From an optimization exercise on the open Yosys and OpenROAD flow, aimed at small area, a short achievable clock period and few clock cycles; shortcuts taken in it are not production practice.
The RTL of this run was laid out without a check of its function.

$ cat run.sh
#!/bin/bash
# synth_recipe.tcl (not shown) runs the flow's synth.tcl, then flattens the netlist and writes it again
# the make line also repeats each setting of config.mk as NAME=value (left out here)
make -C /OpenROAD-flow-scripts/flow DESIGN_CONFIG=/design/flow/config.mk WORK_HOME=/design/flow/orfs CLKGATE_MAP_FILE= SYNTH_SCRIPT=/design/flow/synth_recipe.tcl finish
$ cat config.mk
export PLATFORM = sky130hd
export DESIGN_NAME = muldiv_unit
export DESIGN_NICKNAME = muldiv_unit
export VERILOG_FILES = /design/flow/design.v
export SDC_FILE = /design/flow/constraint.sdc
export NUM_CORES = 4
export LEC_CHECK = 0
export CAP_MARGIN = 20
export CORE_MARGIN = 2
export CORE_UTILIZATION = 25
export PLACE_DENSITY = 0.5
export SLEW_MARGIN = 20
$ cat constraint.sdc
create_clock -name core_clock -period 11.0 [get_ports {clk}]
set_input_delay 2.2000 -clock core_clock [delete_from_list [all_inputs] [get_ports {clk}]]
set_output_delay 2.2000 -clock core_clock [all_outputs]
set_load 0.01 [all_outputs]
$ cat design.v
`timescale 1ns/1ps
module muldiv_unit(
    input  logic clk,
    input  logic rst_n,
    input                muldiv_start, 
    input [2:0]          muldiv_op, 
    input [32-1:0]    muldiv_a, 
    input [32-1:0]    muldiv_b, 
    input [1-1:0] muldiv_hart_id, 
    input [4:0]          muldiv_rd,
    output                muldiv_busy, 
    output                muldiv_done, 
    output [32-1:0]    muldiv_result, 
    output [1-1:0] muldiv_done_hart_id, 
    output [4:0]          muldiv_done_rd
);
    localparam [2:0] S_IDLE = 3'd0,
                     S_MUL  = 3'd1,
                     S_SWAP = 3'd2,
                     S_NEGB = 3'd3,
                     S_DIV  = 3'd4,
                     S_FIX1 = 3'd5,
                     S_FIX2 = 3'd6;
    logic [2:0]  state;
    logic        done_r;
    logic [32:0] x;       
    logic [34:0] h;       
    logic [33:0] l;       
    logic        bprev;   
    logic [5:0]  n;       
    logic [2:0]  op;
    logic        sa, sb;  
    logic        fixed;   
    logic [1-1:0]  tag_hid;
    logic [5-1:0] tag_rd;
    wire op_div  = op[2];
    wire op_rem  = op[1];
    logic [2:0] bcode;
    logic       d_zero, d_two, d_neg;
    always_comb begin
        bcode = {l[1], l[0], bprev};
        d_zero = (bcode == 3'b000) || (bcode == 3'b111);
        d_two  = (bcode == 3'b011) || (bcode == 3'b100);
        d_neg  = bcode[2];
        case (state)
            S_SWAP: begin d_zero = 1'b0; d_two = 1'b0; d_neg = sa;   end
            S_MUL:  ;
            default: begin d_zero = 1'b0; d_two = 1'b0; d_neg = 1'b1; end
        endcase
    end
    wire [34:0] x35 = {{2{x[32]}}, x};
    wire [34:0] ymag = d_zero ? 35'd0 : (d_two ? {x35[33:0], 1'b0} : x35);
    wire [34:0] y    = ymag ^ {35{d_neg}};
    wire [34:0] s    = h + y + {34'd0, d_neg};
    wire q = ~s[34];
    wire xnz = |x[31:0];
    logic [31:0] sm;
    always_comb begin
        sm = x[31:0];
        sm = sm | (sm >> 1);
        sm = sm | (sm >> 2);
        sm = sm | (sm >> 4);
        sm = sm | (sm >> 8);
        sm = sm | (sm >> 16);
    end
    wire [31:0] lm = sm >> 1;
    wire [47:0] v16 = {h[32:0], l[31:17]};
    wire [39:0] v8  = {h[32:0], l[31:25]};
    wire [35:0] v4  = {h[32:0], l[31:29]};
    wire [33:0] v2  = {h[32:0], l[31]};
    wire ok16 = xnz && (n >= 6'd16) && ((v16 & ~{16'd0, lm}) == 48'd0);
    wire ok8  = xnz && (n >= 6'd8)  && ((v8  & ~{8'd0,  lm}) == 40'd0);
    wire ok4  = xnz && (n >= 6'd4)  && ((v4  & ~{4'd0,  lm}) == 36'd0);
    wire ok2  = xnz && (n >= 6'd2)  && ((v2  & ~{2'd0,  lm}) == 34'd0);
    wire negres = op_rem ? sa : ((sa ^ sb) && xnz);
    logic last_div;
    always_comb begin
        if (ok16)      last_div = (n == 6'd16);
        else if (ok8)  last_div = (n == 6'd8);
        else if (ok4)  last_div = (n == 6'd4);
        else if (ok2)  last_div = (n == 6'd2);
        else           last_div = (n == 6'd1);
    end
    wire a_sext = (muldiv_op == 3'd1) || (muldiv_op == 3'd3);
    wire b_sext = (muldiv_op == 3'd1);
    always_ff @(posedge clk or negedge rst_n) begin
        if (!rst_n) begin
            state  <= S_IDLE;
            done_r <= 1'b0;
        end else begin
            done_r <= 1'b0;
            case (state)
                S_IDLE: if (muldiv_start) state <= muldiv_op[2] ? S_SWAP : S_MUL;
                S_MUL: if (n == 6'd1) begin
                    state  <= S_IDLE;
                    done_r <= 1'b1;
                end
                S_SWAP: state <= sb ? S_NEGB : S_DIV;
                S_NEGB: state <= S_DIV;
                S_DIV: if (last_div) begin
                    if (negres) state <= S_FIX1;
                    else begin
                        state  <= S_IDLE;
                        done_r <= 1'b1;
                    end
                end
                S_FIX1: state <= S_FIX2;
                S_FIX2: begin
                    state  <= S_IDLE;
                    done_r <= 1'b1;
                end
                default: state <= S_IDLE;
            endcase
        end
    end
    always_ff @(posedge clk) begin
        case (state)
            S_IDLE: begin
                x       <= {a_sext & muldiv_a[31], muldiv_a};
                l       <= {{2{b_sext & muldiv_b[31]}}, muldiv_b};
                h       <= 35'd0;
                bprev   <= 1'b0;
                n       <= muldiv_op[2] ? 6'd33 : 6'd17;
                op      <= muldiv_op;
                sa      <= ~muldiv_op[0] & muldiv_a[31];
                sb      <= ~muldiv_op[0] & muldiv_b[31];
                fixed   <= 1'b0;
                tag_hid <= muldiv_hart_id;
                tag_rd  <= muldiv_rd;
            end
            S_MUL: begin
                h     <= {{2{s[34]}}, s[34:2]};
                l     <= {s[1:0], l[33:2]};
                bprev <= l[1];
                n     <= n - 6'd1;
            end
            S_SWAP: begin
                l <= {2'b00, s[31:0]};
                x <= {1'b0, l[31:0]};
            end
            S_NEGB: begin
                x <= {1'b0, s[31:0]};
            end
            S_DIV: begin
                if (ok16) begin
                    h <= {2'b00, h[16:0], l[31:16]};
                    l <= {l[17:0], 16'd0};
                    n <= n - 6'd16;
                end else if (ok8) begin
                    h <= {2'b00, h[24:0], l[31:24]};
                    l <= {l[25:0], 8'd0};
                    n <= n - 6'd8;
                end else if (ok4) begin
                    h <= {2'b00, h[28:0], l[31:28]};
                    l <= {l[29:0], 4'd0};
                    n <= n - 6'd4;
                end else if (ok2) begin
                    h <= {2'b00, h[30:0], l[31:30]};
                    l <= {l[31:0], 2'd0};
                    n <= n - 6'd2;
                end else begin
                    h <= {2'b00, (q ? s[31:0] : h[31:0]), l[31]};
                    l <= {l[32:0], q};
                    n <= n - 6'd1;
                end
            end
            S_FIX1: begin
                x <= {1'b0, (op_rem ? h[32:1] : l[31:0])};
                h <= 35'd0;
            end
            S_FIX2: begin
                l     <= {2'b00, s[31:0]};
                fixed <= 1'b1;
            end
            default: ;
        endcase
    end
    assign muldiv_busy         = (state != S_IDLE);
    assign muldiv_done         = done_r;
    assign muldiv_result       = (op_div && op_rem && !fixed) ? h[32:1] :
                                 (!op_div && (op != 3'd0)) ? {h[29:0], l[33:32]} :
                                 l[31:0];
    assign muldiv_done_hart_id = tag_hid;
    assign muldiv_done_rd      = tag_rd;
endmodule
==> results.txt <==
- After synthesis the netlist holds a flip-flop and latch count of 124.
- Hold WC Path Type: flip-flop to flip-flop
* Overall fraction of global-route tracks in use: 25.8%
* DR pass1 iterations: 8
- Max-cap violations in this run came to 0.
- The startpoint identified for the worst register-to-register timing path is state[2]$_DFFE_PN0P_.
- Endpoint class of the critical path: flip-flop
- Number of levels the H-tree was split into: 4
* Total core area: 0.0549 mm^2
- Clock tree from TritonCTS: done
- Share of the yosys chip area belonging to registers: 26.8%
* Cell type group with the largest total delay on the critical path: compound AO/OA/AOI/OAI gates
* Total of hold buffers inserted after clock tree synthesis: 0
- The routed layout has 15791 vias.
* Most frequent standard cell in the layout excluding fill and tap cells: sky130_fd_sc_hd__nand2_1
- Final antenna-violating net count: 0
- Entering global routing, the biggest net connects 70 pins.
* Count of buffer and inverter cells on the critical path: 4
* Iteration-0 DRC count of the detailed router: 2570
* Post-CTS setup repair buffer count: 0
* Number of placed cells counting well taps: 2478
* Arrival time of data at the critical path endpoint: 6690 ps
- The clock passes through at most 2 buffers.
- Fin Setup TNS: 0 ps
* Number of hold-slack violations in the final timing report: 0
* Cell seen most often among critical-path stages: sky130_fd_sc_hd__o31a_1
- Portion of the clock cycle consumed by the worst path in the final layout: 58.5%
- Post-synth net total: 1895
- The die is 239 um wide.
- Library cells used by synthesis: 90
* Instance count on the critical path: 21
* Clock period minus final worst setup slack: 6430 ps
- Along the worst path, the maximum fanout reaches 34.
* Average footprint of a synthesized cell: 7.82 um^2
- In this run the worst setup path terminates at h[14]$_DFFE_PP_.
* Root Buffer Master: sky130_fd_sc_hd__clkbuf_16
- The number of cells on the worst reg-to-reg path is 21.
- Rows: 86
* Transition at the pin with the smallest max-transition slack: 1220 ps
- Initial core utilization: 25.2%
- Worst EP required: 11250 ps
- Unrepaired setup endpoints after global routing: no
* Clock network latency to the later pin of the worst-skew pair: 500 ps
* Worst setup path startpoint: state[2]$_DFFE_PN0P_
- Max stage delay cell, worst path: sky130_fd_sc_hd__dfrtp_1
- Startpoint class of the critical path: flip-flop
- First-pass GRT wire length: 107000 um
- Final WL: 74800 um
- Worst slew margin relative to its limit: 17.8%
* Async S/R FF share, synth: 3.23%
- Remaining global-route overflow: 0
- At the end of routability-driven placement, the weighted congestion stood at 0.957.
* Mean number of vias per cell: 6.29
- The die covers 0.0573 mm^2.
- Chain of cells forming the critical path: inv_1 -> nand2_1 -> nor2_1 -> nand2_2 -> buf_4 -> mux2i_1 -> nor2_1 -> xnor2_1 -> inv_1 -> fa_1 -> nor2b_1 -> o31a_1 -> o31ai_1 -> o31a_1 -> o21a_1 -> o31a_1 -> o21ai_4 -> buf_4 -> mux2_2 -> a211o_1 -> a22o_1
* Worst reg2reg setup slack: 4570 ps
- Compared with the post-synthesis result, the final layout area differs by 17.8%.
- The count of cells in the finished layout, fillers not included, comes to 2512.
* Final net count: 1917
- The cell count after synthesis came out at 1771.
- Port bufs: 115
- For this run, design rule violations remaining after detail routing come to 0.
- Peak Freq: 0.155 GHz
- CTS clock-pin slew for the worst setup and hold paths: 70 ps
* Category of the critical setup timing path: flip-flop to flip-flop
- # clock sinks: 124
- In this run, post-CTS repair resized a total of 0 instances.
- The clock arrives with 14.4 ps of skew.
- Vertical die dimension: 239 um
* Via count of the first global-routing pass: 15022
- Counting the buffers created by CTS gives 17.
* I/O Pins: 116
- Pins Over Slew Limit: 0
- The most used flip-flop cell after synthesis is sky130_fd_sc_hd__edfxtp_1.
- In the layout the commonest cells are sky130_fd_sc_hd__nand2_1 (207), sky130_fd_sc_hd__nor2_1 (187), sky130_fd_sc_hd__a21oi_1 (144).
- Endpoints failing setup: 0
- In this run the cell area of the synthesized design comes to 0.0138 mm^2.
* Run status: finished clean
* Critical path's largest stage delay: 720 ps
- EDFF count, synth: 120
- After legalization and detailed placement, the total HPWL measured 53700 um.
* Worst R2R End: h[14]$_DFFE_PP_
- Number of synthesis warnings: 1
- Antenna violations before repair: 4
- Average wire per standard cell: 29.8 um
* Layout cells sized above 1: 8.36%
[kinds of logic after synthesis]
kind of cell	Yosys count	share of synthesized area (%)
simple gates	595	19.7
fa+ha+maj	48	4.39
flops	124	26.8
xor+xnor	70	4.54
buf+inv	216	6.24
compound gates	616	30.8
mux	102	7.58
[final cells by class]
class                           instances  area, um^2
Inverter                               47         176
Tap cell                              704         881
Timing Repair Buffer                  172        1580
Clock buffer                           20         447
Sequential cell                       124        3700
Clock inverter                         12         146
Antenna cell                            2        5.00
Fill cell                            5936       38600
Multi-Input combinational cell       1431        9370
[state kept, by name (all words and copies together), names as in the netlist]
name,count
bprev,1
done_r,1
fixed,1
h,34
l,34
n,6
op,3
sa,1
sb,1
state,3
tag_hid,1
tag_rd,5
x,33
[per-stage QoR]
step | setup WS (ps) | hold WS [ps] | utilization (%) | cell area, um^2
2_1_floorplan | 5970 | 593 | - | 13800
3_3_place_gp | 4760 | 710 | 28.6 | 15700
3_5_place_dp | 4720 | 704 | 28.6 | 15700
4_1_cts | 4700 | 711 | 29.7 | 16300
5_1_grt | 4290 | 739 | 29.7 | 16300
6_report | 4570 | 718 | 29.7 | 16300
[worst min-delay path by stage]
| stage | to | cells past startpoint | start |
|---|---|---|---|
| after floorplan | l[31]$_DFFE_PP_ | 2 | l[33]$_DFFE_PP_ |
| after global placement | state[1]$_DFFE_PN0P_ | 2 | sb$_DFFE_PP_ |
| after detailed placement | state[1]$_DFFE_PN0P_ | 2 | sb$_DFFE_PP_ |
| after CTS | state[1]$_DFFE_PN0P_ | 2 | sb$_DFFE_PP_ |
| after global routing | state[1]$_DFFE_PN0P_ | 2 | sb$_DFFE_PP_ |
| final | state[1]$_DFFE_PN0P_ | 2 | sb$_DFFE_PP_ |
[routing by layer]
| layer | vias up | wire length (um) | track usage (%) |
|---|---|---|---|
| met2 | 1175 | 31500 | 37.9 |
| met1 | 7619 | 30600 | 34.1 |
| met3 | 264 | 8830 | 8.38 |
| li1 | 6727 | - | - |
| met5 | - | 30 | 0 |
| met4 | 6 | 3840 | 12.1 |
[synthesized netlist by cell type, types with 11 or more instances]
| master | number | area, um^2 |
|---|---|---|
| sky130_fd_sc_hd__nand2_1 | 208 | 781 |
| sky130_fd_sc_hd__nor2_1 | 192 | 721 |
| sky130_fd_sc_hd__a21oi_1 | 146 | 731 |
| sky130_fd_sc_hd__clkbuf_1 | 130 | 488 |
| sky130_fd_sc_hd__edfxtp_1 | 120 | 3600 |
| sky130_fd_sc_hd__o21ai_0 | 101 | 505 |
| sky130_fd_sc_hd__mux2i_1 | 79 | 791 |
| sky130_fd_sc_hd__xnor2_1 | 58 | 508 |
| sky130_fd_sc_hd__a221oi_1 | 50 | 438 |
| sky130_fd_sc_hd__a22oi_1 | 47 | 353 |
| sky130_fd_sc_hd__ha_1 | 47 | 588 |
| sky130_fd_sc_hd__inv_1 | 47 | 176 |
| sky130_fd_sc_hd__nand3_1 | 36 | 180 |
| sky130_fd_sc_hd__o211ai_1 | 35 | 263 |
| sky130_fd_sc_hd__nor3_1 | 28 | 140 |
| sky130_fd_sc_hd__buf_2 | 27 | 135 |
| sky130_fd_sc_hd__mux2_2 | 23 | 259 |
| sky130_fd_sc_hd__nand4_1 | 22 | 138 |
| sky130_fd_sc_hd__a21o_1 | 21 | 158 |
| sky130_fd_sc_hd__a222oi_1 | 21 | 210 |
| sky130_fd_sc_hd__a211oi_1 | 20 | 150 |
| sky130_fd_sc_hd__nor2b_1 | 19 | 119 |
| sky130_fd_sc_hd__o21a_1 | 19 | 143 |
| sky130_fd_sc_hd__a211o_1 | 17 | 149 |
| sky130_fd_sc_hd__nand2b_1 | 16 | 100 |
| sky130_fd_sc_hd__o22ai_1 | 15 | 93.8 |
| sky130_fd_sc_hd__a31oi_1 | 14 | 87.6 |
| sky130_fd_sc_hd__o221ai_1 | 13 | 114 |
| sky130_fd_sc_hd__nor4_1 | 11 | 68.8 |
| sky130_fd_sc_hd__or3_1 | 11 | 68.8 |
[worst min-delay path, cell delays in order, from the launching register on]
cell and delay [ps]:
sky130_fd_sc_hd__edfxtp_1 480, sky130_fd_sc_hd__nand3_1 130, sky130_fd_sc_hd__a21oi_1 70

## re-timing with driven ports
How much do the figures lean on ideal ports? The routed layout below was timed once more, with nothing changed but the port constraints.
Step 1 assumes that a clkbuf_16 drives the clock port and a buf_2 every other input.
Step 2 moves the port delays by t, midway between the first and last clock arrival at a register: inputs arrive t later, outputs are due t later. That takes back most of the time a late clock gives input paths.
a / b / c = ideal ports / drivers / drivers and shift; a / b = the first two.
t, ns: 0.553
setup slack, ns: 4.566 / 4.566 / 4.566
clock arrival spread, ns: 0.014 / 0.014
pins driven straight from the clock port: 1
After both steps setup and hold are still met in this run. For this run, drivers alone change the setup slack by 0.000 ns; drivers and shift together by 0.000 ns.
